Source: an optimization exercise on an open RTL-to-GDS flow (aim: small area). Production flows keep margins and buffers that such runs may drop. Only simulation tests tie the RTL to the original design; equivalence was not proved. Power and IR drop assume default switching activity.

==> flow/design.v <==
module packet2emesh #(parameter AW = 32,    
		      parameter PW = 104)   
   (
    input [PW-1:0]  packet_in,    
    output 	    write_in,     
    output [1:0]    datamode_in,  
    output [4:0]    ctrlmode_in,  
    output [AW-1:0] dstaddr_in,   
    output [AW-1:0] srcaddr_in,   
    output [AW-1:0] data_in       
    );
   assign write_in          = packet_in[0];
   assign datamode_in[1:0]  = packet_in[2:1];
   assign ctrlmode_in[4:0]  = packet_in[7:3];
   assign dstaddr_in[31:0]  = packet_in[39:8];
   assign data_in[31:0]     = packet_in[71:40];
   assign srcaddr_in[31:0]  = packet_in[103:72];
endmodule  
module emesh2packet #(parameter AW = 32,    
		      parameter PW = 104)   
   (
    input 	    write_out,     
    input [1:0]     datamode_out,  
    input [4:0]     ctrlmode_out,  
    input [AW-1:0]  dstaddr_out,   
    input [AW-1:0]  data_out,      
    input [AW-1:0]  srcaddr_out,   
    output [PW-1:0] packet_out     
    );
   assign packet_out[0]      = write_out;
   assign packet_out[2:1]    = datamode_out[1:0];
   assign packet_out[7:3]    = ctrlmode_out[4:0];
   assign packet_out[39:8]   = dstaddr_out[31:0];
   assign packet_out[71:40]  = data_out[31:0];
   assign packet_out[103:72] = srcaddr_out[31:0];
endmodule  
module esaxi ( 
   wr_access, wr_packet, rd_access, rd_packet, rr_wait, s_axi_arready,
   s_axi_awready, s_axi_bid, s_axi_bresp, s_axi_bvalid, s_axi_rid,
   s_axi_rdata, s_axi_rlast, s_axi_rresp, s_axi_rvalid, s_axi_wready,
   wr_wait, rd_wait, rr_access, rr_packet, s_axi_aclk, s_axi_aresetn,
   s_axi_arid, s_axi_araddr, s_axi_arburst, s_axi_arcache,
   s_axi_arlock, s_axi_arlen, s_axi_arprot, s_axi_arqos, s_axi_arsize,
   s_axi_arvalid, s_axi_awid, s_axi_awaddr, s_axi_awburst,
   s_axi_awcache, s_axi_awlock, s_axi_awlen, s_axi_awprot,
   s_axi_awqos, s_axi_awsize, s_axi_awvalid, s_axi_bready,
   s_axi_rready, s_axi_wid, s_axi_wdata, s_axi_wlast, s_axi_wstrb,
   s_axi_wvalid
   );
   parameter          S_IDW               = 12;
   parameter          PW                  = 104;
   parameter [AW-1:0] RETURN_ADDR         = 0;
   parameter          AW                  = 32;
   parameter          DW                  = 32;
   output 	   wr_access;   
   output [PW-1:0] wr_packet;
   input 	   wr_wait;
   output 	   rd_access;   
   output [PW-1:0] rd_packet;
   input 	   rd_wait;
   input 	   rr_access;         
   input [PW-1:0]  rr_packet;
   output 	   rr_wait;
   input 	  s_axi_aclk;
   input 	  s_axi_aresetn;
   input [S_IDW-1:0] s_axi_arid;     
   input [31:0]    s_axi_araddr;
   input [1:0] 	   s_axi_arburst;
   input [3:0] 	   s_axi_arcache;
   input  	   s_axi_arlock;
   input [7:0] 	   s_axi_arlen;
   input [2:0] 	   s_axi_arprot;
   input [3:0] 	   s_axi_arqos;
   output 	   s_axi_arready;
   input [2:0] 	   s_axi_arsize;
   input 	   s_axi_arvalid;
   input [S_IDW-1:0] s_axi_awid;     
   input [31:0]    s_axi_awaddr;
   input [1:0] 	   s_axi_awburst;
   input [3:0] 	   s_axi_awcache;
   input  	   s_axi_awlock;
   input [7:0] 	   s_axi_awlen;
   input [2:0] 	   s_axi_awprot;
   input [3:0] 	   s_axi_awqos;   
   input [2:0] 	   s_axi_awsize;
   input 	   s_axi_awvalid;
   output 	   s_axi_awready;
   output [S_IDW-1:0] s_axi_bid;     
   output [1:0]     s_axi_bresp;
   output 	    s_axi_bvalid;
   input 	    s_axi_bready;
   output [S_IDW-1:0] s_axi_rid;     
   output [31:0]      s_axi_rdata;
   output 	      s_axi_rlast;   
   output [1:0]       s_axi_rresp;
   output 	      s_axi_rvalid;
   input 	      s_axi_rready;
   input [S_IDW-1:0]  s_axi_wid;     
   input [31:0]       s_axi_wdata;
   input 	      s_axi_wlast;   
   input [3:0] 	      s_axi_wstrb;
   input 	      s_axi_wvalid;
   output 	      s_axi_wready;
   reg 		      s_axi_awready;
   reg 		      s_axi_wready;
   reg 		      s_axi_bvalid;
   reg 		      s_axi_arready;
   reg 		      s_axi_rvalid;
   reg [31:0] 	      s_axi_rdata;
   reg 		      rresp_err;
   reg [S_IDW-1:0]    s_axi_rid;
   reg [S_IDW-1:0]    axi_bid;
   reg 		      wr_access;
   reg 		      rd_access;
   reg 		      write_active;
   reg 		      b_wait;
   reg 		      pre_wr_en;
   reg 		      read_active;
   reg 		      rd_next;       
   wire 	      aw_fire      = s_axi_awready & s_axi_awvalid;
   wire 	      w_fire       = s_axi_wready  & s_axi_wvalid;
   wire 	      last_wr_beat = w_fire & s_axi_wlast;
   wire 	      ar_fire      = s_axi_arready & s_axi_arvalid;
   wire 	      r_fire       = s_axi_rvalid  & s_axi_rready;
   wire 	      last_rd_beat = r_fire & s_axi_rlast;
   always @(posedge s_axi_aclk)
     if (~s_axi_aresetn)
       begin
	  s_axi_awready <= 1'b1;
	  write_active  <= 1'b0;
	  s_axi_wready  <= 1'b0;
	  s_axi_bvalid  <= 1'b0;
	  b_wait        <= 1'b0;
	  pre_wr_en     <= 1'b0;
	  wr_access     <= 1'b0;
       end
     else
       begin
	  if (~s_axi_awready & ~write_active & ~b_wait)
	    s_axi_awready <= 1'b1;
	  else if (s_axi_awvalid)
	    s_axi_awready <= 1'b0;
	  if (aw_fire)
	    write_active <= 1'b1;
	  else if (last_wr_beat)
	    write_active <= 1'b0;
	  if (last_wr_beat)
	    s_axi_wready <= 1'b0;
	  else if (write_active)
	    s_axi_wready <= ~wr_wait;
	  if (last_wr_beat)
	    begin
	       s_axi_bvalid <= 1'b1;
	       b_wait       <= ~s_axi_bready;
	    end
	  else if (s_axi_bready & s_axi_bvalid)
	    begin
	       s_axi_bvalid <= 1'b0;
	       b_wait       <= 1'b0;
	    end
	  pre_wr_en <= w_fire;
	  wr_access <= pre_wr_en;
       end
   assign s_axi_bid   = axi_bid;
   assign s_axi_bresp = 2'b00;
   reg [31:2] 	      wr_addr;
   reg [1:0] 	      wr_size;
   reg 		      wr_incr;
   always @(posedge s_axi_aclk)
     if (s_axi_awready)
       begin
	  axi_bid <= aw_fire ? s_axi_awid : axi_bid;
	  wr_addr <= s_axi_awaddr[31:2];
	  wr_size <= s_axi_awsize[1:0];
	  wr_incr <= (s_axi_awburst == 2'b01);
       end
     else if (wr_access & wr_incr)
       wr_addr <= wr_addr + 30'd1;
   reg [31:0] 	      wr_data_reg, wr_data;
   reg [1:0] 	      wr_lane_reg, wr_lane;
   always @(posedge s_axi_aclk)
     begin
	if (s_axi_wstrb[0])
	  begin
	     wr_data_reg <= s_axi_wdata;
	     wr_lane_reg <= 2'd0;
	  end
	else if (s_axi_wstrb[1])
	  begin
	     wr_data_reg <= {8'd0, s_axi_wdata[31:8]};
	     wr_lane_reg <= 2'd1;
	  end
	else if (s_axi_wstrb[2])
	  begin
	     wr_data_reg <= {16'd0, s_axi_wdata[31:16]};
	     wr_lane_reg <= 2'd2;
	  end
	else
	  begin
	     wr_data_reg <= {24'd0, s_axi_wdata[31:24]};
	     wr_lane_reg <= 2'd3;
	  end
	wr_data <= wr_data_reg;
	wr_lane <= wr_lane_reg;
     end
   emesh2packet e2p_wr (
		     .packet_out	(wr_packet[PW-1:0]),
		     .write_out		(1'b1),
		     .datamode_out	(wr_size[1:0]),
		     .ctrlmode_out	(5'b0),
		     .dstaddr_out	({wr_addr[31:2], wr_lane[1:0]}),
		     .data_out		(wr_data[DW-1:0]),
		     .srcaddr_out	(32'b0)
		     );
   reg [31:0] 	      rd_addr;
   reg [1:0] 	      rd_size;
   reg [7:0] 	      rd_len;
   always @(posedge s_axi_aclk)
     if (~s_axi_aresetn)
       begin
	  s_axi_arready <= 1'b0;
	  read_active   <= 1'b0;
	  rd_next       <= 1'b0;
	  rd_access     <= 1'b0;
       end
     else
       begin
	  if (~s_axi_arready & ~read_active)
	    s_axi_arready <= 1'b1;
	  else if (s_axi_arvalid)
	    s_axi_arready <= 1'b0;
	  if (ar_fire)
	    read_active <= 1'b1;
	  else if (last_rd_beat)
	    read_active <= 1'b0;
	  rd_next   <= ar_fire | (r_fire & ~s_axi_rlast);
	  rd_access <= rd_next;
       end
   always @(posedge s_axi_aclk)
     if (s_axi_arready)
       begin
	  rd_addr   <= s_axi_araddr;
	  rd_size   <= s_axi_arsize[1:0];
	  rd_len    <= s_axi_arlen;
	  s_axi_rid <= s_axi_arid;
       end
     else if (r_fire)
       begin
	  rd_len <= rd_len - 8'd1;
	  if (s_axi_arburst == 2'b01)
	    rd_addr <= {rd_addr[31:2] + 30'd1, 2'b00};
       end
   assign s_axi_rlast = ~(|rd_len);
   emesh2packet e2p_rd (
		     .packet_out	(rd_packet[PW-1:0]),
		     .write_out		(1'b0),
		     .datamode_out	(rd_size[1:0]),
		     .ctrlmode_out	(5'b0),
		     .dstaddr_out	(rd_addr[AW-1:0]),
		     .data_out		(32'b0),
		     .srcaddr_out	(RETURN_ADDR)
		     );
   wire [DW-1:0]      rr_data;
   reg 		      tmo_armed;
   reg 		      tmo_expired;
   reg [15:0] 	      tmo_count;
   packet2emesh p2e_rr (
			  .write_in		(),
			  .datamode_in		(),
			  .ctrlmode_in		(),
			  .dstaddr_in		(),
			  .data_in		(rr_data[DW-1:0]),
			  .srcaddr_in		(),
			  .packet_in		(rr_packet[PW-1:0])
			  );
   assign rr_wait = 1'b0;
   wire 	      rr_return_access = rr_access | tmo_expired;
   wire [31:0] 	      rr_return_data   = tmo_expired ? 32'hDEADBEEF : rr_data;
   always @(posedge s_axi_aclk)
     if (~s_axi_aresetn)
       s_axi_rvalid <= 1'b0;
     else if (rr_return_access)
       s_axi_rvalid <= 1'b1;
     else if (s_axi_rready)
       s_axi_rvalid <= 1'b0;
   always @(posedge s_axi_aclk)
     if (~s_axi_rvalid)
       begin
	  rresp_err <= tmo_expired;
	  case (rd_size)
	    2'b00:   s_axi_rdata <= {4{rr_return_data[7:0]}};
	    2'b01:   s_axi_rdata <= {2{rr_return_data[15:0]}};
	    default: s_axi_rdata <= rr_return_data;
	  endcase
       end
   assign s_axi_rresp = {rresp_err, 1'b0};
   wire tmo_zero = ~(|tmo_count);
   always @(posedge s_axi_aclk)
     if (~s_axi_aresetn)
       begin
	  tmo_armed   <= 1'b0;
	  tmo_expired <= 1'b0;
       end
     else
       begin
	  tmo_armed   <= tmo_armed ? (~rr_access & ~tmo_zero) :
			 (~tmo_expired & ar_fire);
	  tmo_expired <= tmo_armed & ~rr_access & tmo_zero;
       end
   always @(posedge s_axi_aclk)
     if (tmo_armed)
       tmo_count <= tmo_count - 16'd1;
     else
       tmo_count <= 16'hFFFF;
endmodule  
==> flow/flow/run.sh <==
#!/bin/bash
# Standard ORFS layout (bash standard.sh) with three changes to how the layout is made:
#  - port buffers use the smallest buffer cell (buf_1) instead of the default choice;
#  - constant outputs share tie cells (at most TIE_FANOUT ports per tie cell);
#  - the clock tree uses clkbuf_4 buffers and no dummy loads.
set -euo pipefail
here=$(pwd)
export BUFFER_PORTS_ARGS="-buffer_cell sky130_fd_sc_hd__buf_1"
export SKIP_REPAIR_TIE_FANOUT=1
export POST_FLOORPLAN_TCL="$here/flow/ties.tcl"
export TIE_FANOUT=${TIE_FANOUT:-16}
export CTS_ARGS="-sink_clustering_enable -repair_clock_nets -buf_list sky130_fd_sc_hd__clkbuf_4 -dont_use_dummy_load"
bash standard.sh finish > standard_flow.log 2>&1
==> flow/flow/ties.tcl <==
# Run after floorplan with SKIP_REPAIR_TIE_FANOUT=1: split the single tie cells
# that synthesis made so that each drives at most TIE_FANOUT loads.
foreach tie_var {TIELO_CELL_AND_PORT TIEHI_CELL_AND_PORT} {
  set tie_cell_name [lindex $::env($tie_var) 0]
  set tie_lib_name [get_name [get_property [lindex [get_lib_cell $tie_cell_name] 0] library]]
  set tie_pin $tie_lib_name/$tie_cell_name/[lindex $::env($tie_var) 1]
  repair_tie_fanout -separation $::env(TIE_SEPARATION) -max_fanout $::env(TIE_FANOUT) $tie_pin
}
==> flow/standard.sh <==
#!/bin/bash
# synth_recipe.tcl (not shown) runs the flow's synth.tcl, then flattens the netlist and writes it again
# the make line also repeats each setting of config.mk as NAME=value (left out here)
make -C /OpenROAD-flow-scripts/flow DESIGN_CONFIG=/design/flow/config.mk WORK_HOME=/design/flow/orfs CLKGATE_MAP_FILE= SYNTH_SCRIPT=/design/flow/synth_recipe.tcl "${@:-finish}"
==> flow/config.mk <==
export PLATFORM = sky130hd
export DESIGN_NAME = esaxi
export DESIGN_NICKNAME = esaxi
export VERILOG_FILES = /design/flow/design.v
export SDC_FILE = /design/flow/constraint.sdc
export NUM_CORES = 4
export LEC_CHECK = 0
export CAP_MARGIN = 20
export CORE_MARGIN = 2
export CORE_UTILIZATION = 40
export SLEW_MARGIN = 20
==> flow/constraint.sdc <==
create_clock -name core_clock -period 10.0 [get_ports {s_axi_aclk}]
set_input_delay 2.0000 -clock core_clock [delete_from_list [all_inputs] [get_ports {s_axi_aclk}]]
set_output_delay 2.0000 -clock core_clock [all_outputs]
set_load 0.01 [all_outputs]
==> results of run 1 <==
==> cells by family after synthesis <==
| family | share of synthesized area |
|---|---|
| multiplexers | 0.0187 |
| AO/OA/AOI/OAI | 0.103 |
| XOR/XNOR | 0.0340 |
| buffers and inverters | 0.102 |
| AND/OR/NAND/NOR | 0.174 |
| other | 0.000711 |
| flip-flops | 0.561 |
| adder cells (fa/ha/maj) | 0.00593 |
==> cells in the final DEF (no fill, tap or decap), types with 15 or more instances in the layout <==
| cell | n |
|---|---|
| xor2_1 | 26 |
| a21oi_1 | 23 |
| o31ai_1 | 18 |
| a31oi_1 | 28 |
| and2_1 | 15 |
| clkbuf_4 | 61 |
| edfxtp_1 | 132 |
| or4_1 | 24 |
| buf_1 | 342 |
| inv_1 | 17 |
| nand3_1 | 33 |
| nand2_1 | 104 |
| conb_1 | 112 |
| nand4_1 | 17 |
| nor2_1 | 57 |
| o21ai_0 | 76 |
| nor2b_1 | 19 |
| and3_1 | 22 |
| xnor2_1 | 15 |
| dfxtp_1 | 96 |
==> where the power goes <==
part / switching (mW) / total [mW] / internal, mW
Combinational: 0.189 / 0.289 / 0.100
Sequential: 0.0601 / 1.16 / 1.10
Clock: 0.335 / 0.608 / 0.274
==> path summary, 6_finish.rpt <==
check	start	to	slack [ns]	depth (start not counted)
hold reg to reg	wr_data_reg[14]	wr_data[14]	0.30	0
setup / recovery	rd_len[2]	s_axi_rlast	5.96	3
setup reg to reg	s_axi_arready	rd_addr[8]	7.55	4
hold / removal	wr_data_reg[14]	wr_data[14]	0.30	0
==> layer usage <==
metal / vias to the layer above / part of all wire
li1: 4124 / -
met5: - / 0
met1: 3998 / 0.42
met2: 392 / 0.46
met3: 65 / 0.087
met4: 0 / 0.033
==> stage by stage <==
stage / instance area (sq um) / cells / utilization
floorplan: 10600 / 1004 / -
global placement: 11700 / 1643 / 0.451
detailed placement: 11700 / 1643 / 0.451
CTS: 12200 / 1704 / 0.469
global route: 12200 / 1706 / 0.469
finish: 12200 / 1707 / 0.469
==> layout make-up <==
cell class,instances,area (sq um)
fillers,2580,13800
flip-flops and latches,230,5930
multi-input cells,710,3980
repair buffers,350,1340
clock buffers,61,458
well taps,335,419
inverters,18,67.6
diodes,3,7.51
==> flow_metrics.env, run 1 <==
export IMPL_status="timing/DRC/antenna clean"
export IMPL_syn_inst=1004
export IMPL_fp_row_count=59
export IMPL_ir_drop_v=0.000128
export IMPL_post_dp_hpwl_mm=20.4
export IMPL_finalWirelength_mm=28.0
export IMPL_via_per_inst=5.03
export IMPL_cts_sinks=230
export IMPL_yosysMostFrequentCell="edfxtp_1"
export IMPL_use_met1=0.247
export IMPL_grt_pass1_wl_mm=43.3
export IMPL_clk_latency_ns=0.68
export IMPL_synthDistinctLibCells=49
export IMPL_nNetsFinal=1677
export IMPL_grtUsageMet2=0.308
export IMPL_avgRoutedWirePerCell_um=16.4
export IMPL_cts_hold_buf=0
export IMPL_synth_warnings=1
export IMPL_final_setup_viol_count=0
export IMPL_power_density_mw_per_mm2=169
export IMPL_cp_top_family="simple AND/OR/NAND/NOR gates"
export IMPL_p_leak_nw=4.52
export IMPL_met3_usage=0.0558
export IMPL_start_util=0.406
export IMPL_dr_first_iter_drc_count=550
export IMPL_cp_max_fo=4
export IMPL_cts_htree_levels=2
export IMPL_drcViolationCount=0
export IMPL_netlist_area_sq_mm=0.0106
export IMPL_io_buffers=343
export IMPL_cts_tree="done"
export IMPL_post_cts_setup_buffers=0
export IMPL_yosys_area_top_type="edfxtp_1"
export IMPL_cts_resized=0
export IMPL_synthArstFlopShare=0
export IMPL_fin_tns_setup_ns=0
export IMPL_ys_flop_type="edfxtp_1"
export IMPL_min_period_ns=4.04
export IMPL_grt_busiest_layer="met2"
export IMPL_drive_gt1_frac=0.0665
export IMPL_synth_seq_area_share=0.561
export IMPL_first_pass_iters=5
export IMPL_syn2layout_area_growth_pct=15.5
export IMPL_max_slew_margin_rel=0.345
export IMPL_detailedPlace_worstSlack_ns=6.59
export IMPL_hold_path_class="flop to flop"
export IMPL_synth_area_top_cells="edfxtp_1, dfxtp_1, buf_4"
export IMPL_worstMarginPinSlew_ns=0.979
export IMPL_dieArea_sq_mm=0.0277
export IMPL_fin_worst_skew_ns=0.0698
export IMPL_critPathMaxStageDelay_ns=0.43
export IMPL_fin_hold_ws_ns=0.299
export IMPL_ys_ff_latch=230
export IMPL_ios=578
export IMPL_rsz0062_at_grt="false"
export IMPL_cts_buffers=61
export IMPL_path_buf_inv=1
export IMPL_ant_nets=0
export IMPL_startpoint_type="flop"
export IMPL_synth_edf_count=132
export IMPL_die_y_um=166
export IMPL_crit_path_end_kind="output pin"
export IMPL_arrival_ns=2.04
export IMPL_critPathKind="flop to output pin"
export IMPL_clk_pin_slew_ns=0.06
export IMPL_antenna_found_initial=3
export IMPL_core_area_sq_mm=0.0260
export IMPL_setup_ws_ns=5.96
export IMPL_slew_viol_final=0
export IMPL_worstPathRequired_ns=8.00
export IMPL_vias=8579
export IMPL_die_x_um=166
export IMPL_totalPowerFinal_mw=2.06
export IMPL_max_cap_viol_count=0
export IMPL_track_usage=0.194
export IMPL_grt_pass1_vias=8133
export IMPL_cp_cell_sequence="nor3_1 > and4b_1 > buf_1"
export IMPL_grt_ovfl_total=0
export IMPL_clock_fmax_ghz=0.247
export IMPL_gp_congestion=0.842
export IMPL_root_buffer="clkbuf_4"
export IMPL_cts_path_max_buffers=3
export IMPL_postSynthAreaPerCell_sq_um=10.5
export IMPL_cp_slowest_cell="edfxtp_1"
export IMPL_largest_reg_flops=64
export IMPL_fin_crit_sh=0.404
export IMPL_grt_max_degree=67
export IMPL_synthTopCellsByCount="edfxtp_1, buf_4, nand2_1"
export IMPL_netlist_area_leader_share=0.375
export IMPL_final_hold_violation_count=0
==> inputs of run 2 (changes only) <==
==> flow/run.sh (new file) <==
#!/bin/bash
# synth_recipe.tcl (not shown) runs the flow's synth.tcl, then flattens the netlist and writes it again
# the make line also repeats each setting of config.mk as NAME=value (left out here)
make -C /OpenROAD-flow-scripts/flow DESIGN_CONFIG=/design/flow/config.mk WORK_HOME=/design/flow/orfs CLKGATE_MAP_FILE= SYNTH_SCRIPT=/design/flow/synth_recipe.tcl finish
removed: flow/flow/run.sh
removed: flow/flow/ties.tcl
removed: flow/standard.sh
==> run 2 against run 1 <==
  * Design area increased by 21%
  * Core utilization increased by 10 points
  * Critical path depth unchanged
  * Register-to-register slack about the same
  * Wire length increased by 6.3%
  * Clock skew decreased by 0.063 ns
  * Non-clock buffer count unchanged
  * Hold slack improved by 0.023 ns
  * Global-route usage increased by 1.1 points
  * Critical endpoint unchanged
  * Largest cell class unchanged
==> flow_metrics.env, run 2 <==
export IMPL_grtUsageMet2=0.334
export IMPL_root_buffer="clkbuf_16"
export IMPL_r2r_setup_slack_ns=7.55
export IMPL_r2r_end="rd_addr[15]"
export IMPL_min_period_ns=4.35
export IMPL_yosys_area_top_type="edfxtp_1"
export IMPL_fillers=2320
export IMPL_dieArea_sq_mm=0.0277
export IMPL_crit_path_end_kind="output pin"
export IMPL_grt_busiest_layer="met2"
export IMPL_grt_ovfl_total=0
export IMPL_vias=8359
export IMPL_cts_hold_buf=0
export IMPL_met3_usage=0.0589
export IMPL_ant_nets=0
export IMPL_final_hold_violation_count=0
export IMPL_clk_pin_slew_ns=0.06
export IMPL_power_density_mw_per_mm2=175
export IMPL_clock_fmax_ghz=0.230
export IMPL_antenna_found_initial=5
export IMPL_synth_compound_area_share=0.103
export IMPL_p_leak_nw=5.63
export IMPL_hold_path_end="wr_data[10]"
export IMPL_path_buf_inv=1
export IMPL_synth_seq_area_share=0.561
export IMPL_yosysMostFrequentCell="edfxtp_1"
export IMPL_hold_path_class="flop to flop"
export IMPL_netlist_area_leader_share=0.375
export IMPL_fin_crit_sh=0.435
export IMPL_dr_first_iter_drc_count=601
export IMPL_worstPathRequired_ns=8.00
export IMPL_grt_pass1_wl_mm=44.9
export IMPL_layout_common_cells="clkdlybuf4s50_1, edfxtp_1, conb_1, nand2_1, dfxtp_1"
export IMPL_syn_inst=1004
export IMPL_max_slew_margin_rel=0.327
export IMPL_use_met1=0.263
export IMPL_grt_max_degree=68
export IMPL_cp_top_family="simple AND/OR/NAND/NOR gates"
export IMPL_fin_hold_ws_ns=0.322
export IMPL_via_per_inst=4.93
export IMPL_final_setup_viol_count=0
export IMPL_die_y_um=166
export IMPL_startpoint_type="flop"
export IMPL_netlist_area_sq_mm=0.0106
export IMPL_synth_mux_area_frac=0.0187
export IMPL_postSynthAreaPerCell_sq_um=10.5
export IMPL_cts_path_max_buffers=3
export IMPL_cts_htree_levels=1
export IMPL_arrival_ns=2.35
export IMPL_finalWirelength_mm=29.8
export IMPL_synthXorXnorAreaFrac=0.0340
export IMPL_worstMarginPinSlew_ns=1.01
export IMPL_fin_tns_setup_ns=0
export IMPL_nNetsFinal=1642
export IMPL_synth_warnings=1
export IMPL_grt_pass1_vias=7769
export IMPL_fp_row_count=59
export IMPL_track_usage=0.205
export IMPL_synthArstFlopShare=0
export IMPL_start_util=0.406
export IMPL_rr_worst_depth=4
export IMPL_ys_ff_latch=230
export IMPL_syn2layout_area_growth_pct=40.3
export IMPL_core_area_sq_mm=0.0260
export IMPL_drcViolationCount=0
export IMPL_clk_latency_ns=0.53
export IMPL_critPathKind="flop to output pin"
export IMPL_synthDistinctLibCells=49
export IMPL_critPathMaxStageDelay_ns=0.66
export IMPL_cp_cell_sequence="nor3_1 > and4b_1 > clkdlybuf4s50_1"
export IMPL_rr_startpoint="s_axi_arready"
export IMPL_hold_path_depth=0
export IMPL_fin_worst_skew_ns=0.00696
export IMPL_synth_fa_ha_area_frac=0.00593
export IMPL_ios=578
export IMPL_synth_area_top_cells="edfxtp_1, dfxtp_1, buf_4"
export IMPL_post_cts_setup_buffers=0
export IMPL_io_buffers=343
export IMPL_avgRoutedWirePerCell_um=17.6
export IMPL_ir_drop_v=0.000165
export IMPL_cp_slowest_cell="clkdlybuf4s50_1"
export IMPL_cts_tree="done"
export IMPL_status="timing/DRC/antenna clean"
export IMPL_cts_resized=0
export IMPL_synthTopCellsByCount="edfxtp_1, buf_4, nand2_1"
export IMPL_first_pass_iters=5
export IMPL_rsz0062_at_grt="false"
export IMPL_die_x_um=166
export IMPL_cts_sinks=230
export IMPL_slew_viol_final=0
export IMPL_cp_max_fo=4
export IMPL_synth_top_family_by_area="simple AND/OR/NAND/NOR gates"
export IMPL_post_dp_hpwl_mm=21.8
export IMPL_synth_simple_gate_area_frac=0.174
export IMPL_ys_flop_type="edfxtp_1"
export IMPL_largest_reg_flops=64
export IMPL_min_delay_start="wr_data_reg[10]"
export IMPL_final_common_cell="clkdlybuf4s50_1"
export IMPL_drive_gt1_frac=0.0524
export IMPL_cts_buffers=26
export IMPL_synth_edf_count=132
export IMPL_gp_congestion=0.798
export IMPL_max_cap_viol_count=0
run 2: logic make-up after synthesis:
group | count (synthesis)
AND/OR/NAND/NOR | 355
flip-flops | 230
AO/OA/AOI/OAI | 178
buffers and inverters | 174
XOR/XNOR | 41
multiplexers | 19
adder cells (fa/ha/maj) | 5
other | 2
run 2: power breakdown:
group          internal, mW  switching, mW  total [mW]  leakage [nW]
Sequential             1.10         0.0611        1.16          2.13
Combinational         0.217          0.191       0.409          3.04
Clock                 0.645          0.384        1.03         0.462
run 2: worst max-delay path by stage:
| stage | from | endpoint | slack, ns | cells past startpoint |
|---|---|---|---|---|
| after floorplan | s_axi_arburst[1] | rd_addr[0] | 5.12 | 2 |
| after global placement | s_axi_wstrb[1] | wr_data_reg[18] | 5.72 | 4 |
| after detailed placement | s_axi_wstrb[1] | wr_data_reg[17] | 5.69 | 4 |
| after CTS | rd_len[2] | s_axi_rlast | 5.66 | 3 |
| after global routing | rd_len[2] | s_axi_rlast | 5.51 | 3 |
| final | rd_len[2] | s_axi_rlast | 5.65 | 3 |
run 2: area by class of cell:
type,count,area [sq um],share of cell area
Sequential cell,230,5930,0.400
Multi-Input combinational cell,710,3980,0.268
Timing Repair Buffer,350,3490,0.235
Clock buffer,34,734,0.0496
Tap cell,335,419,0.0283
Clock inverter,13,191,0.0129
Inverter,18,67.6,0.00456
Antenna cell,5,12.5,0.000845
run 2: per-stage QoR:
stage	util	setup slack [ns]	power, mW	instances	cell area (sq um)
global route	0.570	5.51	2.70	1692	14800
global placement	0.534	5.72	1.58	1643	13900
detailed placement	0.534	5.69	1.59	1643	13900
finish	0.570	5.65	2.60	1695	14800
floorplan	-	5.12	1.37	1114	11000
CTS	0.569	5.66	2.63	1690	14800
run 2: per-layer routing:
metal	vias up	wire length [um]
met5	-	27
met4	4	849
met3	51	2370
met2	318	14000
met1	3928	12500
li1	4058	-
==> inputs of run 3 (changes only) <==
--- a/flow/design.v
+++ b/flow/design.v
@@ -168,13 +168,15 @@
    reg 		      wr_incr;
    always @(posedge s_axi_aclk)
-     if (s_axi_awready)
-       begin
-	  axi_bid <= aw_fire ? s_axi_awid : axi_bid;
-	  wr_addr <= s_axi_awaddr[31:2];
-	  wr_size <= s_axi_awsize[1:0];
-	  wr_incr <= (s_axi_awburst == 2'b01);
-       end
-     else if (wr_access & wr_incr)
-       wr_addr <= wr_addr + 30'd1;
+     begin
+	if (aw_fire)
+	  axi_bid <= s_axi_awid;
+	if (s_axi_awready)
+	  begin
+	     wr_size <= s_axi_awsize[1:0];
+	     wr_incr <= (s_axi_awburst == 2'b01);
+	  end
+	wr_addr <= s_axi_awready ? s_axi_awaddr[31:2] :
+		   wr_addr + {29'd0, wr_access & wr_incr};
+     end
    reg [31:0] 	      wr_data_reg, wr_data;
    reg [1:0] 	      wr_lane_reg, wr_lane;
@@ -237,18 +239,19 @@
 	  rd_access <= rd_next;
        end
+   wire 	      rd_incr = r_fire & (s_axi_arburst == 2'b01);
    always @(posedge s_axi_aclk)
-     if (s_axi_arready)
-       begin
-	  rd_addr   <= s_axi_araddr;
-	  rd_size   <= s_axi_arsize[1:0];
-	  rd_len    <= s_axi_arlen;
-	  s_axi_rid <= s_axi_arid;
-       end
-     else if (r_fire)
-       begin
-	  rd_len <= rd_len - 8'd1;
-	  if (s_axi_arburst == 2'b01)
-	    rd_addr <= {rd_addr[31:2] + 30'd1, 2'b00};
-       end
+     begin
+	if (s_axi_arready)
+	  begin
+	     rd_size   <= s_axi_arsize[1:0];
+	     s_axi_rid <= s_axi_arid;
+	  end
+	rd_addr[31:2] <= s_axi_arready ? s_axi_araddr[31:2] :
+			 rd_addr[31:2] + {29'd0, rd_incr};
+	rd_addr[1:0]  <= s_axi_arready ? s_axi_araddr[1:0] :
+			 rd_addr[1:0] & {2{~rd_incr}};
+	rd_len        <= s_axi_arready ? s_axi_arlen :
+			 rd_len - {7'd0, r_fire};
+     end
    assign s_axi_rlast = ~(|rd_len);
    emesh2packet e2p_rd (
@@ -264,5 +267,5 @@
    reg 		      tmo_armed;
    reg 		      tmo_expired;
-   reg [15:0] 	      tmo_count;
+   reg [16:0] 	      tmo_count;
    packet2emesh p2e_rr (
 			  .write_in		(),
@@ -295,5 +298,5 @@
        end
    assign s_axi_rresp = {rresp_err, 1'b0};
-   wire tmo_zero = ~(|tmo_count);
+   wire tmo_zero = &tmo_count;
    always @(posedge s_axi_aclk)
      if (~s_axi_aresetn)
@@ -310,6 +313,6 @@
    always @(posedge s_axi_aclk)
      if (tmo_armed)
-       tmo_count <= tmo_count - 16'd1;
+       tmo_count <= {tmo_count[15:0], tmo_count[16] ^ tmo_count[13]};
      else
-       tmo_count <= 16'hFFFF;
+       tmo_count <= 17'h001FC;
 endmodule  
==> flow/flow/run.sh (new file) <==
#!/bin/bash
# Standard ORFS layout (bash standard.sh) with three changes to how the layout is made:
#  - port buffers use the smallest buffer cell (buf_1) instead of the default choice;
#  - constant outputs share tie cells (at most TIE_FANOUT ports per tie cell);
#  - the clock tree uses clkbuf_4 buffers and no dummy loads.
set -euo pipefail
here=$(pwd)
export BUFFER_PORTS_ARGS="-buffer_cell sky130_fd_sc_hd__buf_1"
export SKIP_REPAIR_TIE_FANOUT=1
export POST_FLOORPLAN_TCL="$here/flow/ties.tcl"
export TIE_FANOUT=${TIE_FANOUT:-16}
export CTS_ARGS="-sink_clustering_enable -repair_clock_nets -buf_list sky130_fd_sc_hd__clkbuf_4 -dont_use_dummy_load"
bash standard.sh finish > standard_flow.log 2>&1
==> flow/flow/ties.tcl (new file) <==
# Run after floorplan with SKIP_REPAIR_TIE_FANOUT=1: split the single tie cells
# that synthesis made so that each drives at most TIE_FANOUT loads.
foreach tie_var {TIELO_CELL_AND_PORT TIEHI_CELL_AND_PORT} {
  set tie_cell_name [lindex $::env($tie_var) 0]
  set tie_lib_name [get_name [get_property [lindex [get_lib_cell $tie_cell_name] 0] library]]
  set tie_pin $tie_lib_name/$tie_cell_name/[lindex $::env($tie_var) 1]
  repair_tie_fanout -separation $::env(TIE_SEPARATION) -max_fanout $::env(TIE_FANOUT) $tie_pin
}
==> flow/standard.sh (new file) <==
#!/bin/bash
# synth_recipe.tcl (not shown) runs the flow's synth.tcl, then flattens the netlist and writes it again
# the make line also repeats each setting of config.mk as NAME=value (left out here)
make -C /OpenROAD-flow-scripts/flow DESIGN_CONFIG=/design/flow/config.mk WORK_HOME=/design/flow/orfs CLKGATE_MAP_FILE= SYNTH_SCRIPT=/design/flow/synth_recipe.tcl "${@:-finish}"
--- a/flow/config.mk
+++ b/flow/config.mk
@@ -8,4 +8,4 @@
 export CAP_MARGIN = 20
 export CORE_MARGIN = 2
-export CORE_UTILIZATION = 40
+export CORE_UTILIZATION = 25
 export SLEW_MARGIN = 20
removed: flow/run.sh
==> run 3 against run 2 <==
  * Still clean on timing, DRC and antenna
  * Via count fell by 0.43%
  * Clock power fell by 37%
  * Register-to-register slack got worse by 0.37 ns
  * Design area fell by 21%
  * Critical path type unchanged
  * Critical endpoint unchanged
  * Highest routed layer unchanged
==> flow_metrics.env, run 3 <==
export IMPL_dieArea_sq_mm=0.0408
export IMPL_clk_pin_slew_ns=0.05
export IMPL_stdcell_count=1884
export IMPL_drive_gt1_frac=0.0704
export IMPL_multi_input_area_sq_mm=0.00387
export IMPL_power_frac_seq=0.544
export IMPL_drcViolationCount=0
export IMPL_largest_reg_flops=64
export IMPL_final_core_util=0.304
export IMPL_detailedPlace_worstSlack_ns=5.27
export IMPL_antenna_found_initial=3
export IMPL_cp_slowest_cell="nor4_1"
export IMPL_cts_path_max_buffers=3
export IMPL_slew_viol_final=0
export IMPL_cts_hold_buf=0
export IMPL_cts_buffers=68
export IMPL_worstMarginPinSlew_ns=0.903
export IMPL_p_int_mw=1.47
export IMPL_syn2layout_area_growth_pct=19.7
export IMPL_io_buffers=343
export IMPL_cts_resized=0
export IMPL_final_setup_viol_count=0
export IMPL_ant_nets=0
export IMPL_synthDistinctLibCells=49
export IMPL_startpoint_type="flop"
export IMPL_dr_first_iter_drc_count=289
export IMPL_critPathKind="flop to output pin"
export IMPL_arrival_ns=1.97
export IMPL_hold_path_class="flop to flop"
export IMPL_fin_crit_sh=0.397
export IMPL_fin_tns_setup_ns=0
export IMPL_die_x_um=202
export IMPL_crit_path_end_kind="output pin"
export IMPL_grt_pass1_wl_mm=42.6
export IMPL_synth_warnings=1
export IMPL_post_cts_setup_buffers=0
export IMPL_ys_ff_latch=231
export IMPL_clock_power_share=0.315
export IMPL_synth_edf_count=62
export IMPL_track_usage=0.132
export IMPL_synth_area_top_cells="dfxtp_1, edfxtp_1, buf_4"
export IMPL_dpl_cell_count=1812
export IMPL_totalPowerFinal_mw=2.07
export IMPL_max_cap_viol_count=0
export IMPL_yosys_area_top_type="dfxtp_1"
export IMPL_cts_tree="done"
export IMPL_regArea_sq_mm=0.00525
export IMPL_synthTopCellsByCount="dfxtp_1, buf_4, nand2_1"
export IMPL_yosysMostFrequentCell="dfxtp_1"
export IMPL_grt_max_degree=66
export IMPL_netlist_area_leader_share=0.345
export IMPL_power_density_mw_per_mm2=176
export IMPL_root_buffer="clkbuf_4"
export IMPL_ir_drop_v=0.0000802
export IMPL_first_pass_iters=4
export IMPL_min_period_ns=3.97
export IMPL_clk_latency_ns=0.67
export IMPL_grt_ovfl_total=0
export IMPL_postSynthAreaPerCell_sq_um=9.94
export IMPL_layout_common_cells="buf_1, dfxtp_1, conb_1, nand2_1, clkbuf_4"
export IMPL_netSwitchingFraction=0.290
export IMPL_grt_pass1_vias=8130
export IMPL_rsz0062_at_grt="false"
export IMPL_status="timing/DRC/antenna clean"
export IMPL_final_common_cell="buf_1"
export IMPL_clock_fmax_ghz=0.252
export IMPL_syn_inst=986
export IMPL_via_per_inst=4.42
export IMPL_p_leak_nw=4.51
export IMPL_synth_seq_area_share=0.535
export IMPL_cp_max_fo=4
export IMPL_core_area_sq_mm=0.0386
export IMPL_max_slew_margin_rel=0.398
export IMPL_fillers=4159
export IMPL_ys_flop_type="dfxtp_1"
export IMPL_ios=578
export IMPL_die_y_um=202
export IMPL_comb_power_share=0.141
export IMPL_gp_congestion=0.877
export IMPL_netlist_area_sq_mm=0.00980
export IMPL_finalWirelength_mm=27.8
export IMPL_synthArstFlopShare=0
export IMPL_critPathMaxStageDelay_ns=0.42
export IMPL_start_util=0.253
export IMPL_cts_sinks=231
export IMPL_worstPathRequired_ns=8.00
export IMPL_cp_cell_sequence="nor4_1 > nand2_1 > inv_1 > buf_1"
export IMPL_final_hold_violation_count=0
export IMPL_avgRoutedWirePerCell_um=14.8
export IMPL_power_switching_mw=0.600
export IMPL_fin_worst_skew_ns=0.0498
export IMPL_path_buf_inv=2
export IMPL_fp_row_count=72
export IMPL_nNetsFinal=1673
export IMPL_cp_top_family="simple AND/OR/NAND/NOR gates"
export IMPL_cts_htree_levels=3
export IMPL_post_dp_hpwl_mm=21.2
export IMPL_vias=8323
export IMPL_setup_ws_ns=6.03
## run 3: cell types whose count changed after synthesis, sizes merged, moves of 9 or more
cell / previous run / this run
xor2: 26 / 17
nand2: 104 / 87
and2: 15 / 26
nand4: 17 / 27
nand3: 34 / 25
dfxtp: 98 / 169
edfxtp: 132 / 62
o21ai: 77 / 66
## run 3: worst register-to-register path: cells and delay by family, from the launching register on
kind | cells | cell delay (ns)
flip-flops | 1 | 0.37
buffers and inverters | 1 | 0.24
AO/OA/AOI/OAI | 1 | 0.20
AND/OR/NAND/NOR | 4 | 1.47
adder cells (fa/ha/maj) | 2 | 0.43
## run 3: worst paths after layout
check | from | endpoint | slack, ns | cells after the start
worst max register to register | s_axi_rvalid | rd_addr[26] | 7.18 | 8
worst min register to register | wr_data_reg[19] | wr_data[19] | 0.31 | 0
worst max-delay path | rd_len[4] | s_axi_rlast | 6.03 | 4
worst min-delay path | wr_data_reg[19] | wr_data[19] | 0.31 | 0
## run 3: layer usage
metal  part of all wire  global-route usage
met5            0.00093                   0
met4              0.023              0.0504
met3              0.095              0.0497
met2               0.47               0.217
met1               0.41               0.156
## run 3: cell type report
cell class,count,share of cell area
Antenna cell,3,0.000640
Clock buffer,68,0.0435
Inverter,25,0.00800
Multi-Input combinational cell,689,0.330
Sequential cell,231,0.447
Tap cell,518,0.0553
Timing Repair Buffer,350,0.115
## run 3: logic make-up after synthesis
| kind of cell | after synthesis | share of synthesized area |
|---|---|---|
| adder cells (fa/ha/maj) | 7 | 0.00894 |
| AO/OA/AOI/OAI | 170 | 0.107 |
| AND/OR/NAND/NOR | 346 | 0.185 |
| multiplexers | 21 | 0.0225 |
| XOR/XNOR | 33 | 0.0295 |
| other | 2 | 0.000767 |
| flip-flops | 231 | 0.535 |
| buffers and inverters | 176 | 0.111 |
## run 3: through the flow
stage                     hold WS [ns]  cell area (sq um)
after global routing             0.320              11700
after CTS                        0.307              11700
after detailed placement         0.312              11200
final                            0.311              11700
after global placement           0.311              11200
after floorplan                  0.310               9800
## run 3: power by group through the flow
stage               combinational, mW  clock, mW  sequential, mW
detailed placement              0.293          0            1.14
global placement                0.290          0            1.14
finish                          0.292      0.651            1.12
floorplan                       0.173          0            1.16
global route                    0.327      0.737            1.13
CTS                             0.294      0.693            1.12
==> inputs of run 4 (changes only) <==
--- a/flow/config.mk
+++ b/flow/config.mk
@@ -8,4 +8,4 @@
 export CAP_MARGIN = 20
 export CORE_MARGIN = 2
-export CORE_UTILIZATION = 25
+export CORE_UTILIZATION = 40
 export SLEW_MARGIN = 20
==> run 4 against run 3 <==
  * The flow now stops in I/O pin placement (3_2_place_iop)
  * Area after synthesis is the same
  * Synthesized cell count is the same
==> flow_metrics.env, run 4 <==
export IMPL_status="aborted with a tool error"
export IMPL_failed_stage="I/O pin placement (3_2_place_iop)"
export IMPL_error_line="[ERROR PPL-0024] Number of IO pins (578) exceeds maximum number of available positions (574). Increase the die perimeter from 642.00um to 786.08um."
export IMPL_netlist_area_leader_share=0.345
export IMPL_yosys_area_top_type="dfxtp_1"
export IMPL_start_util=0.405
export IMPL_die_x_um=161
export IMPL_yosysMostFrequentCell="dfxtp_1"
export IMPL_synth_warnings=1
export IMPL_synth_area_top_cells="dfxtp_1, edfxtp_1, buf_4"
export IMPL_synth_seq_area_share=0.535
export IMPL_netlist_area_sq_mm=0.00980
export IMPL_synthArstFlopShare=0
export IMPL_synth_edf_count=62
export IMPL_synthTopCellsByCount="dfxtp_1, buf_4, nand2_1"
export IMPL_ys_ff_latch=231
export IMPL_die_y_um=161
export IMPL_fp_row_count=57
export IMPL_synthDistinctLibCells=49
export IMPL_postSynthAreaPerCell_sq_um=9.94
export IMPL_syn_inst=986
export IMPL_ys_flop_type="dfxtp_1"
[run 4: kinds of logic after synthesis]
logic type                 share of synthesized area
DFF                                            0.535
adders and majority gates                    0.00894
muxes                                         0.0225
buffers and inverters                          0.111
other                                       0.000767
AOI/OAI and AO/OA                              0.107
xor gates and xnor gates                      0.0295
and+or+nand+nor                                0.185
==> inputs of run 5 (changes only) <==
==> flow/flow/run.sh (replaced) <==
#!/bin/bash
# Standard ORFS layout (bash standard.sh) with three changes to how the layout is made:
#  - port buffers use the smallest buffer cell (buf_1) instead of the default choice;
#  - constant outputs keep the one tie cell per value that synthesis made
#    (no repair_tie_fanout);
#  - the clock tree uses clkbuf_4 buffers and no dummy loads.
set -euo pipefail
export BUFFER_PORTS_ARGS="-buffer_cell sky130_fd_sc_hd__buf_1"
export SKIP_REPAIR_TIE_FANOUT=1
export CTS_ARGS="-sink_clustering_enable -repair_clock_nets -buf_list sky130_fd_sc_hd__clkbuf_4 -dont_use_dummy_load"
bash standard.sh finish > standard_flow.log 2>&1
removed: flow/flow/ties.tcl
==> run 5 against run 4 <==
  * The flow again stops in I/O pin placement (3_2_place_iop)
  * Synthesized cell count unchanged
  * Area after synthesis did not move
==> flow_metrics.env, run 5 <==
export IMPL_status="aborted with a tool error"
export IMPL_error_line="[ERROR PPL-0024] Number of IO pins (578) exceeds maximum number of available positions (574). Increase the die perimeter from 642.00um to 786.08um."
export IMPL_synth_edf_count=62
export IMPL_syn_inst=986
export IMPL_synth_area_top_cells="dfxtp_1, edfxtp_1, buf_4"
export IMPL_synthTopCellsByCount="dfxtp_1, buf_4, nand2_1"
export IMPL_ys_ff_latch=231
export IMPL_start_util=0.405
export IMPL_synth_seq_area_share=0.535
export IMPL_postSynthAreaPerCell_sq_um=9.94
export IMPL_netlist_area_leader_share=0.345
export IMPL_yosys_area_top_type="dfxtp_1"
export IMPL_die_x_um=161
export IMPL_netlist_area_sq_mm=0.00980
export IMPL_failed_stage="I/O pin placement (3_2_place_iop)"
export IMPL_synthArstFlopShare=0
export IMPL_die_y_um=161
export IMPL_synth_warnings=1
export IMPL_synthDistinctLibCells=49
export IMPL_yosysMostFrequentCell="dfxtp_1"
export IMPL_ys_flop_type="dfxtp_1"
export IMPL_fp_row_count=57
-- run 5: cell families after synthesis --
group                    share of synthesized area
AND/OR/NAND/NOR                              0.185
flip-flops                                   0.535
buffers and inverters                        0.111
AO/OA/AOI/OAI                                0.107
XOR/XNOR                                    0.0295
multiplexers                                0.0225
adder cells (fa/ha/maj)                    0.00894
other                                     0.000767
==> inputs of run 6 (changes only) <==
--- a/flow/config.mk
+++ b/flow/config.mk
@@ -8,4 +8,4 @@
 export CAP_MARGIN = 20
 export CORE_MARGIN = 2
-export CORE_UTILIZATION = 40
+export CORE_UTILIZATION = 25
 export SLEW_MARGIN = 20
==> run 6 against run 5 <==
  * Now clean on timing, DRC and antenna
  * Synthesized cell count unchanged
  * Area after synthesis unchanged
==> flow_metrics.env, run 6 <==
export IMPL_status="timing/DRC/antenna clean"
export IMPL_synth_edf_count=62
export IMPL_hold_path_end="wr_data[26]"
export IMPL_grt_pass1_wl_mm=43.9
export IMPL_final_common_cell="buf_1"
export IMPL_ant_nets=0
export IMPL_final_hold_violation_count=0
export IMPL_yosysMostFrequentCell="dfxtp_1"
export IMPL_hold_path_depth=0
export IMPL_synthDistinctLibCells=49
export IMPL_grtUsageMet2=0.245
export IMPL_post_cts_setup_buffers=0
export IMPL_rr_startpoint="wr_access"
export IMPL_fin_crit_sh=0.396
export IMPL_worstPathRequired_ns=8.00
export IMPL_dr_first_iter_drc_count=361
export IMPL_fin_hold_ws_ns=0.315
export IMPL_hold_path_class="flop to flop"
export IMPL_start_util=0.253
export IMPL_synthTopCellsByCount="dfxtp_1, buf_4, nand2_1"
export IMPL_clock_fmax_ghz=0.253
export IMPL_grt_busiest_layer="met2"
export IMPL_ys_ff_latch=231
export IMPL_ios=578
export IMPL_die_x_um=202
export IMPL_track_usage=0.140
export IMPL_startpoint_type="flop"
export IMPL_gp_congestion=0.874
export IMPL_die_y_um=202
export IMPL_cts_sinks=231
export IMPL_post_dp_hpwl_mm=22.0
export IMPL_grt_pass1_vias=7962
export IMPL_fin_tns_setup_ns=0
export IMPL_netlist_area_leader_share=0.345
export IMPL_rsz0062_at_grt="false"
export IMPL_clk_latency_ns=0.68
export IMPL_cts_buffers=66
export IMPL_yosys_area_top_type="dfxtp_1"
export IMPL_drive_gt1_frac=0.0750
export IMPL_root_buffer="clkbuf_4"
export IMPL_cts_htree_levels=3
export IMPL_fin_worst_skew_ns=0.0570
export IMPL_clk_pin_slew_ns=0.05
export IMPL_drcViolationCount=0
export IMPL_max_cap_viol_count=0
export IMPL_synth_seq_area_share=0.535
export IMPL_synthArstFlopShare=0
export IMPL_cts_hold_buf=0
export IMPL_final_core_util=0.292
export IMPL_crit_path_end_kind="output pin"
export IMPL_antenna_found_initial=6
export IMPL_slew_viol_final=0
export IMPL_grt_ovfl_total=0
export IMPL_postSynthAreaPerCell_sq_um=9.94
export IMPL_netlist_area_sq_mm=0.00980
export IMPL_r2r_setup_slack_ns=7.27
export IMPL_final_cell_area_sq_mm=0.0113
export IMPL_vias=8077
export IMPL_core_area_sq_mm=0.0386
export IMPL_avgRoutedWirePerCell_um=16.4
export IMPL_worstMarginPinSlew_ns=0.947
export IMPL_nNetsFinal=1563
export IMPL_synth_area_top_cells="dfxtp_1, edfxtp_1, buf_4"
export IMPL_synth_warnings=1
export IMPL_syn2layout_area_growth_pct=15.4
export IMPL_min_period_ns=3.96
export IMPL_critPathKind="flop to output pin"
export IMPL_cts_tree="done"
export IMPL_syn_inst=986
export IMPL_cts_resized=0
export IMPL_rr_worst_depth=7
export IMPL_finalWirelength_mm=29.2
export IMPL_largest_reg_flops=64
export IMPL_r2r_end="wr_addr[28]"
export IMPL_power_density_mw_per_mm2=183
export IMPL_fp_row_count=72
export IMPL_ys_flop_type="dfxtp_1"
export IMPL_min_delay_start="wr_data_reg[26]"
export IMPL_cp_max_fo=4
export IMPL_arrival_ns=1.96
export IMPL_first_pass_iters=5
export IMPL_via_per_inst=4.56
export IMPL_final_setup_viol_count=0
export IMPL_layout_common_cells="buf_1, dfxtp_1, nand2_1, o21ai_0, clkbuf_4"
export IMPL_ir_drop_v=0.0000959
export IMPL_io_buffers=343
export IMPL_max_slew_margin_rel=0.369
export IMPL_dieArea_sq_mm=0.0408
export IMPL_use_met1=0.150
export IMPL_cts_path_max_buffers=3
export IMPL_placed_area_sq_mm=0.0108
export IMPL_p_leak_nw=4.15
export IMPL_grt_max_degree=112
export IMPL_met3_usage=0.0547
==> run 6: cell counts after synthesis <==
No cell type changed its count.
==> run 6: critical path, cell delays in order, from the launching register on <==
cell and delay [ns]:
dfxtp_1 0.34, nor4_1 0.41, nand2_1 0.24, inv_1 0.09
buf_1 0.25
==> run 6: per-stage QoR <==
stage	worst slack, ns	power, mW	cells
2_1_floorplan	6.34	1.33	986
3_3_place_gp	5.62	1.43	1705
3_5_place_dp	5.60	1.44	1705
4_1_cts	5.84	2.11	1771
5_1_grt	5.82	2.20	1773
6_report	6.04	2.07	1773
==> run 6: cells by family after synthesis <==
logic type,share of synthesized area
and+or+nand+nor,0.185
DFF,0.535
AOI/OAI and AO/OA,0.107
buffers and inverters,0.111
adders and majority gates,0.00894
xor gates and xnor gates,0.0295
other,0.000767
muxes,0.0225
==> run 6: routing by layer <==
layer  vias up  part of all wire  wire, um
met5         -            0.0023        68
met4        10             0.028       826
met3        60              0.10      2930
met2       374              0.49     14400
met1      3720              0.37     10900
li1       3913                 -         -
==> run 6: report_power, final <==
group          switching [mW]  internal (mW)  total (mW)
sequential             0.0699           1.05        1.12
clock                   0.346          0.299       0.645
combinational           0.193          0.106       0.299
total                   0.609           1.46        2.07
==> run 6: cell type report <==
cell class | count | area, sq um
Tap cell | 518 | 648
Clock buffer | 66 | 495
Sequential cell | 231 | 5250
Inverter | 25 | 93.8
Timing Repair Buffer | 352 | 1360
Multi-Input combinational cell | 579 | 3460
Antenna cell | 2 | 5.00
Fill cell | 4142 | 27300
==> run 6: how the worst max path moves through the flow <==
stage                startpoint     endpoint  slack, ns  cells past startpoint
6_report              rd_len[4]  s_axi_rlast       6.04                      4
5_1_grt               rd_len[4]  s_axi_rlast       5.82                      4
4_1_cts               rd_len[4]  s_axi_rlast       5.84                      4
3_5_place_dp       s_axi_rready  rd_addr[30]       5.60                     10
3_3_place_gp       s_axi_rready  rd_addr[30]       5.62                     10
2_1_floorplan  s_axi_arburst[1]  rd_addr[21]       6.34                      8
==> inputs of run 7 (changes only) <==
--- a/flow/design.v
+++ b/flow/design.v
@@ -167,4 +167,16 @@
    reg [1:0] 	      wr_size;
    reg 		      wr_incr;
+   wire [31:2] 	      wr_carry;
+   wire [31:2] 	      wr_addr_inc;
+   assign wr_carry[2] = wr_access & wr_incr;
+   genvar 	      gi;
+   generate
+      for (gi = 2; gi < 32; gi = gi + 1) begin : g_wr_inc
+	 assign wr_addr_inc[gi] = wr_addr[gi] ^ wr_carry[gi];
+	 if (gi < 31) begin : g_c
+	    assign wr_carry[gi+1] = wr_carry[gi] & wr_addr[gi];
+	 end
+      end
+   endgenerate
    always @(posedge s_axi_aclk)
      begin
@@ -176,6 +188,5 @@
 	     wr_incr <= (s_axi_awburst == 2'b01);
 	  end
-	wr_addr <= s_axi_awready ? s_axi_awaddr[31:2] :
-		   wr_addr + {29'd0, wr_access & wr_incr};
+	wr_addr <= s_axi_awready ? s_axi_awaddr[31:2] : wr_addr_inc;
      end
    reg [31:0] 	      wr_data_reg, wr_data;
@@ -240,4 +251,24 @@
        end
    wire 	      rd_incr = r_fire & (s_axi_arburst == 2'b01);
+   wire [31:2] 	      rd_carry;
+   wire [31:2] 	      rd_addr_inc;
+   wire [7:0] 	      rd_borrow;
+   wire [7:0] 	      rd_len_dec;
+   assign rd_carry[2]  = rd_incr;
+   assign rd_borrow[0] = r_fire;
+   generate
+      for (gi = 2; gi < 32; gi = gi + 1) begin : g_rd_inc
+	 assign rd_addr_inc[gi] = rd_addr[gi] ^ rd_carry[gi];
+	 if (gi < 31) begin : g_c
+	    assign rd_carry[gi+1] = rd_carry[gi] & rd_addr[gi];
+	 end
+      end
+      for (gi = 0; gi < 8; gi = gi + 1) begin : g_rd_dec
+	 assign rd_len_dec[gi] = rd_len[gi] ^ rd_borrow[gi];
+	 if (gi < 7) begin : g_b
+	    assign rd_borrow[gi+1] = rd_borrow[gi] & ~rd_len[gi];
+	 end
+      end
+   endgenerate
    always @(posedge s_axi_aclk)
      begin
@@ -247,10 +278,8 @@
 	     s_axi_rid <= s_axi_arid;
 	  end
-	rd_addr[31:2] <= s_axi_arready ? s_axi_araddr[31:2] :
-			 rd_addr[31:2] + {29'd0, rd_incr};
+	rd_addr[31:2] <= s_axi_arready ? s_axi_araddr[31:2] : rd_addr_inc;
 	rd_addr[1:0]  <= s_axi_arready ? s_axi_araddr[1:0] :
 			 rd_addr[1:0] & {2{~rd_incr}};
-	rd_len        <= s_axi_arready ? s_axi_arlen :
-			 rd_len - {7'd0, r_fire};
+	rd_len        <= s_axi_arready ? s_axi_arlen : rd_len_dec;
      end
    assign s_axi_rlast = ~(|rd_len);
--- a/flow/config.mk
+++ b/flow/config.mk
@@ -6,4 +6,5 @@
 export NUM_CORES = 4
 export LEC_CHECK = 0
+export ABC_AREA = 1
 export CAP_MARGIN = 20
 export CORE_MARGIN = 2
==> run 7 against run 6 <==
  * Hold slack lost 0.019 ns
  * Power fell by 2.2%
  * Sequential share of layout area increased by 2.9 points
  * Via count fell by 14%
  * Critical endpoint is now rd_addr[31]
  * Register-to-register slack worse by 4.1 ns
  * Clock-buffer cell count rose by 1
  * Cell count is 5.7% lower
  * Worst setup slack got worse by 4.0 ns
  * Wire length decreased by 13%
  * Critical path type is now input pin to flop
  * Global-route usage shrank 0.93 points
  * Highest routed layer unchanged
  * First-iteration DRC count decreased by 50%
==> flow_metrics.env, run 7 <==
export IMPL_largest_reg_flops=64
export IMPL_ys_flop_type="dfxtp_1"
export IMPL_clock_fmax_ghz=0.125
export IMPL_die_y_um=196
export IMPL_hold_path_class="flop to flop"
export IMPL_vias=6927
export IMPL_comb_power_share=0.136
export IMPL_clk_pin_slew_ns=0.06
export IMPL_cts_resized=0
export IMPL_totalPowerFinal_mw=2.02
export IMPL_worstMarginPinSlew_ns=0.861
export IMPL_core_area_sq_mm=0.0364
export IMPL_ant_nets=0
export IMPL_grt_pass1_vias=7029
export IMPL_dieArea_sq_mm=0.0384
export IMPL_grt_max_degree=112
export IMPL_drcViolationCount=0
export IMPL_final_setup_viol_count=0
export IMPL_syn2layout_area_growth_pct=15.5
export IMPL_yosys_area_top_type="dfxtp_1"
export IMPL_fin_worst_skew_ns=0.0855
export IMPL_critPathKind="input pin to flop"
export IMPL_first_pass_iters=4
export IMPL_startpoint_type="input pin"
export IMPL_synth_seq_area_share=0.569
export IMPL_finalWirelength_mm=25.4
export IMPL_max_slew_margin_rel=0.425
export IMPL_synth_warnings=1
export IMPL_synthDistinctLibCells=32
export IMPL_clock_power_share=0.323
export IMPL_min_period_ns=7.97
export IMPL_power_frac_seq=0.541
export IMPL_io_buffers=343
export IMPL_cts_sinks=231
export IMPL_ios=578
export IMPL_worstPathRequired_ns=10.49
export IMPL_synth_area_top_cells="dfxtp_1, edfxtp_1, nand2_1"
export IMPL_gp_congestion=0.860
export IMPL_grt_pass1_wl_mm=37.9
export IMPL_root_buffer="clkbuf_4"
export IMPL_status="timing/DRC/antenna clean"
export IMPL_cts_tree="done"
export IMPL_arrival_ns=8.46
export IMPL_grt_ovfl_total=0
export IMPL_cts_buffers=67
export IMPL_cp_slowest_cell="ha_1"
export IMPL_fin_crit_sh=0.797
export IMPL_nNetsFinal=1567
export IMPL_ir_drop_v=0.000103
export IMPL_power_density_mw_per_mm2=190
export IMPL_final_common_cell="buf_1"
export IMPL_post_dp_hpwl_mm=19.3
export IMPL_cts_hold_buf=0
export IMPL_via_per_inst=4.14
export IMPL_rsz0062_at_grt="false"
export IMPL_ys_ff_latch=231
export IMPL_dr_first_iter_drc_count=181
export IMPL_netlist_area_leader_share=0.367
export IMPL_critPathMaxStageDelay_ns=0.25
export IMPL_start_util=0.253
export IMPL_final_hold_violation_count=0
export IMPL_drive_gt1_frac=0.0776
export IMPL_avgRoutedWirePerCell_um=15.2
export IMPL_fin_tns_setup_ns=0
export IMPL_postSynthAreaPerCell_sq_um=9.97
export IMPL_yosysMostFrequentCell="nand2_1"
export IMPL_p_leak_nw=4.75
export IMPL_syn_inst=924
export IMPL_synthTopCellsByCount="nand2_1, dfxtp_1, buf_4"
export IMPL_synth_edf_count=62
export IMPL_die_x_um=196
export IMPL_crit_path_end_kind="flop"
export IMPL_netSwitchingFraction=0.285
export IMPL_p_int_mw=1.45
export IMPL_antenna_found_initial=6
export IMPL_netlist_area_sq_mm=0.00922
export IMPL_max_cap_viol_count=0
export IMPL_cts_path_max_buffers=3
export IMPL_power_switching_mw=0.575
export IMPL_post_cts_setup_buffers=0
export IMPL_synthArstFlopShare=0
export IMPL_fp_row_count=70
export IMPL_layout_common_cells="buf_1, nand2_1, dfxtp_1, inv_1, clkbuf_4"
export IMPL_slew_viol_final=0
export IMPL_crit_top_cell="ha_1"
export IMPL_cts_htree_levels=3
export IMPL_clk_latency_ns=0.71
export IMPL_cp_max_fo=4
export IMPL_track_usage=0.131
## run 7: cell count changes in the layout (fill, tap and decap cells not counted), sizes merged, moves of 19 or more
cell	before	now
a21oi	25	6
a31oi	30	0
and2	26	0
ha	7	65
inv	25	72
nand2	87	260
nand4	27	2
nor2	63	35
o21ai	66	39
or4	21	0
## run 7: metal layers
layer	up-vias	share of wire	global-route usage
met3	55	0.11	0.0578
met5	-	0.0010	0
li1	3423	-	-
met2	345	0.48	0.229
met4	4	0.032	0.0654
met1	3100	0.37	0.133
## run 7: final cells by class
cell class                 instances  area, sq um
sequential                       231         5250
tap                              468          586
multi-input combinational        480         2690
clock buffer                      67          503
antenna                            5         12.5
timing repair buffer             349         1330
fill                            3919        25800
inverter                          72          273
## run 7: worst paths after layout
kind	startpoint	end	slack (ns)	depth (start not counted)
setup / recovery	s_axi_rready	rd_addr[31]	2.03	36
hold / removal	wr_data_reg[30]	wr_data[30]	0.30	0
setup reg to reg	s_axi_rvalid	rd_addr[31]	3.13	35
hold reg to reg	wr_data_reg[30]	wr_data[30]	0.30	0
## run 7: logic make-up (layout without fill, tap and decap cells)
family,Yosys count,after routing,synth area share
and+or+nand+nor,324,324,0.142
DFF,231,231,0.569
buffers and inverters,213,488,0.139
AOI/OAI and AO/OA,85,85,0.0569
adders and majority gates,65,65,0.0882
xor gates and xnor gates,4,4,0.00380
other,2,7,0.000815
## run 7: critical path, delay by kind of cell
| family | cells | cell delay [ns] |
|---|---|---|
| AO/OA/AOI/OAI | 1 | 0.08 |
| XOR/XNOR | 1 | 0.13 |
| AND/OR/NAND/NOR | 2 | 0.29 |
| buffers and inverters | 3 | 0.33 |
| adder cells (fa/ha/maj) | 29 | 5.61 |
## run 7: power groups by stage
stage	clock (mW)	combinational [mW]	sequential, mW
floorplan	0	0.156	1.14
global placement	0	0.274	1.11
detailed placement	0	0.279	1.11
CTS	0.689	0.280	1.09
global route	0.745	0.312	1.10
finish	0.653	0.275	1.09
## run 7: metrics by stage
step,worst slack (ns),cell area [sq um],util,instances,hold WS (ns)
after floorplan,2.47,9220,-,924,0.310
after global placement,1.26,10100,0.278,1600,0.311
after detailed placement,1.21,10100,0.278,1600,0.312
after CTS,1.94,10600,0.292,1667,0.296
after global routing,1.80,10600,0.292,1671,0.296
final,2.03,10600,0.292,1672,0.296
==> inputs of run 8 (changes only) <==
--- a/flow/flow/run.sh
+++ b/flow/flow/run.sh
@@ -8,4 +8,4 @@
 export BUFFER_PORTS_ARGS="-buffer_cell sky130_fd_sc_hd__buf_1"
 export SKIP_REPAIR_TIE_FANOUT=1
-export CTS_ARGS="-sink_clustering_enable -repair_clock_nets -buf_list sky130_fd_sc_hd__clkbuf_4 -dont_use_dummy_load"
+export CTS_ARGS="-sink_clustering_enable -repair_clock_nets -buf_list sky130_fd_sc_hd__clkbuf_8 -sink_clustering_size 12 -sink_clustering_max_diameter 50 -dont_use_dummy_load"
 bash standard.sh finish > standard_flow.log 2>&1
==> run 8 against run 7 <==
  * Still clean on timing, DRC and antenna
  * Hold slack improved by 0.0088 ns
  * Worst setup slack lost 0.075 ns
  * Clock skew up 0.016 ns
  * Flip-flop and latch count did not move
==> flow_metrics.env, run 8 <==
export IMPL_ir_drop_v=0.000143
export IMPL_stdcell_count=1628
export IMPL_track_usage=0.125
export IMPL_synth_area_top_cells="dfxtp_1, edfxtp_1, nand2_1"
export IMPL_synth_mux_area_frac=0
export IMPL_gp_congestion=0.860
export IMPL_root_buffer="clkbuf_8"
export IMPL_fp_row_count=70
export IMPL_synth_fa_ha_area_frac=0.0882
export IMPL_r2r_setup_slack_ns=3.17
export IMPL_postSynthAreaPerCell_sq_um=9.97
export IMPL_cts_hold_buf=0
export IMPL_fin_worst_skew_ns=0.102
export IMPL_dieArea_sq_mm=0.0384
export IMPL_dr_first_iter_drc_count=201
export IMPL_hold_path_class="flop to flop"
export IMPL_post_dp_hpwl_mm=19.3
export IMPL_min_delay_start="wr_data_reg[9]"
export IMPL_syn2layout_area_growth_pct=14.1
export IMPL_grt_pass1_vias=6689
export IMPL_syn_inst=924
export IMPL_rsz0062_at_grt="false"
export IMPL_layout_common_cells="buf_1, nand2_1, dfxtp_1, inv_1, ha_1"
export IMPL_fin_hold_ws_ns=0.305
export IMPL_antenna_cells=0
export IMPL_status="timing/DRC/antenna clean"
export IMPL_final_common_cell="buf_1"
export IMPL_cp_slowest_cell="ha_1"
export IMPL_clk_latency_ns=0.61
export IMPL_netlist_area_sq_mm=0.00922
export IMPL_final_setup_viol_count=0
export IMPL_avgRoutedWirePerCell_um=15.3
export IMPL_synth_seq_area_share=0.569
export IMPL_grt_ovfl_total=0
export IMPL_ys_ff_latch=231
export IMPL_worstMarginPinSlew_ns=0.867
export IMPL_max_cap_viol_count=0
export IMPL_setup_ws_ns=1.95
export IMPL_netlist_area_leader_share=0.367
export IMPL_first_pass_iters=6
export IMPL_core_area_sq_mm=0.0364
export IMPL_synthArstFlopShare=0
export IMPL_vias=6705
export IMPL_final_hold_violation_count=0
export IMPL_antenna_found_initial=4
export IMPL_cts_path_max_buffers=3
export IMPL_finalWirelength_mm=24.9
export IMPL_ant_nets=0
export IMPL_cts_buffers=28
export IMPL_critPathKind="input pin to flop"
export IMPL_grt_pass1_wl_mm=36.8
export IMPL_critPathMaxStageDelay_ns=0.25
export IMPL_drive_gt1_frac=0.0466
export IMPL_startpoint_type="input pin"
export IMPL_yosysMostFrequentCell="nand2_1"
export IMPL_synth_simple_gate_area_frac=0.142
export IMPL_synth_compound_area_share=0.0569
export IMPL_slew_viol_final=0
export IMPL_cp_max_fo=4
export IMPL_grt_max_degree=112
export IMPL_fin_crit_sh=0.805
export IMPL_max_slew_margin_rel=0.421
export IMPL_cp_startpoint="s_axi_rready"
export IMPL_clk_pin_slew_ns=0.09
export IMPL_rr_worst_depth=35
export IMPL_arrival_ns=8.45
export IMPL_synthDistinctLibCells=32
export IMPL_cts_tree="done"
export IMPL_hold_path_depth=0
export IMPL_drcViolationCount=0
export IMPL_cts_resized=0
export IMPL_cts_sinks=231
export IMPL_crit_top_cell="ha_1"
export IMPL_nNetsFinal=1528
export IMPL_largest_reg_flops=64
export IMPL_p_leak_nw=4.64
export IMPL_synth_edf_count=62
export IMPL_ys_flop_type="dfxtp_1"
export IMPL_rr_startpoint="s_axi_rvalid"
export IMPL_clock_fmax_ghz=0.124
export IMPL_hold_path_end="wr_data[9]"
export IMPL_die_x_um=196
export IMPL_start_util=0.253
export IMPL_post_cts_setup_buffers=0
export IMPL_via_per_inst=4.12
export IMPL_crit_path_end_kind="flop"
export IMPL_fin_tns_setup_ns=0
export IMPL_detailedPlace_worstSlack_ns=1.21
export IMPL_cts_htree_levels=1
export IMPL_fillers=3905
export IMPL_power_density_mw_per_mm2=183
export IMPL_synthTopCellsByCount="nand2_1, dfxtp_1, buf_4"
export IMPL_r2r_end="rd_addr[31]"
export IMPL_synth_warnings=1
export IMPL_worstPathRequired_ns=10.40
export IMPL_min_period_ns=8.05
export IMPL_die_y_um=196
export IMPL_yosys_area_top_type="dfxtp_1"
export IMPL_io_buffers=343
export IMPL_ios=578
export IMPL_synthXorXnorAreaFrac=0.00380
export IMPL_synth_top_family_by_area="simple AND/OR/NAND/NOR gates"
export IMPL_dpl_cell_count=1600
[run 8: cell counts after synthesis]
No cell type changed its count.
[run 8: report_power, final]
part           total (mW)  internal, mW  leakage [nW]  switching (mW)
Sequential           1.09          1.05          2.03          0.0391
Combinational       0.274        0.0883          2.41           0.186
Clock               0.555         0.246         0.201           0.309
[run 8: layout make-up]
class	instances	area, sq um	share of cell area
flip-flops and latches	231	5250	0.499
well taps	468	586	0.0557
inverters	72	273	0.0259
repair buffers	349	1330	0.127
clock buffers	28	385	0.0367
multi-input cells	480	2690	0.256
[run 8: worst max path at each step]
stage                   to  slack (ns)  depth (start not counted)
6_report       rd_addr[31]        1.95                         36
5_1_grt        rd_addr[31]        1.65                         36
4_1_cts        rd_addr[31]        1.83                         36
3_5_place_dp   rd_addr[31]        1.21                         36
3_3_place_gp   rd_addr[31]        1.26                         36
2_1_floorplan  rd_addr[31]        2.47                         35
[run 8: cell families (layout without fill, tap and decap cells)]
logic type | after synthesis | in the layout
simple gates | 324 | 324
compound gates | 85 | 85
flops | 231 | 231
other cells | 2 | 2
fa+ha+maj | 65 | 65
xor+xnor | 4 | 4
buf+inv | 213 | 449
[run 8: critical path: cells and delay by family]
kind,cells,cell delay (ns)
xor gates and xnor gates,1,0.13
AOI/OAI and AO/OA,1,0.08
and+or+nand+nor,2,0.29
buffers and inverters,3,0.33
adders and majority gates,29,5.62
[run 8: layer usage]
metal | routed length, um | vias up | share of wire | global-route usage
li1 | - | 3321 | - | -
met1 | 9540 | 3033 | 0.38 | 0.134
met2 | 12200 | 295 | 0.49 | 0.231
met3 | 2400 | 52 | 0.097 | 0.0387
met4 | 713 | 4 | 0.029 | 0.0455
met5 | 26 | - | 0.0010 | 0
[run 8: through the flow]
step	power, mW	utilization	instance area, sq um
2_1_floorplan	1.30	-	9220
3_3_place_gp	1.39	0.278	10100
3_5_place_dp	1.39	0.278	10100
4_1_cts	1.96	0.289	10500
5_1_grt	2.03	0.289	10500
6_report	1.92	0.289	10500

Check on run 8: ideal ports give 1.951 ns setup slack; a clkbuf_16 on the clock port and buf_2 on the inputs give 1.965 ns; moving port delays by the midpoint clock arrival (0.600 ns) as well gives 1.365 ns.
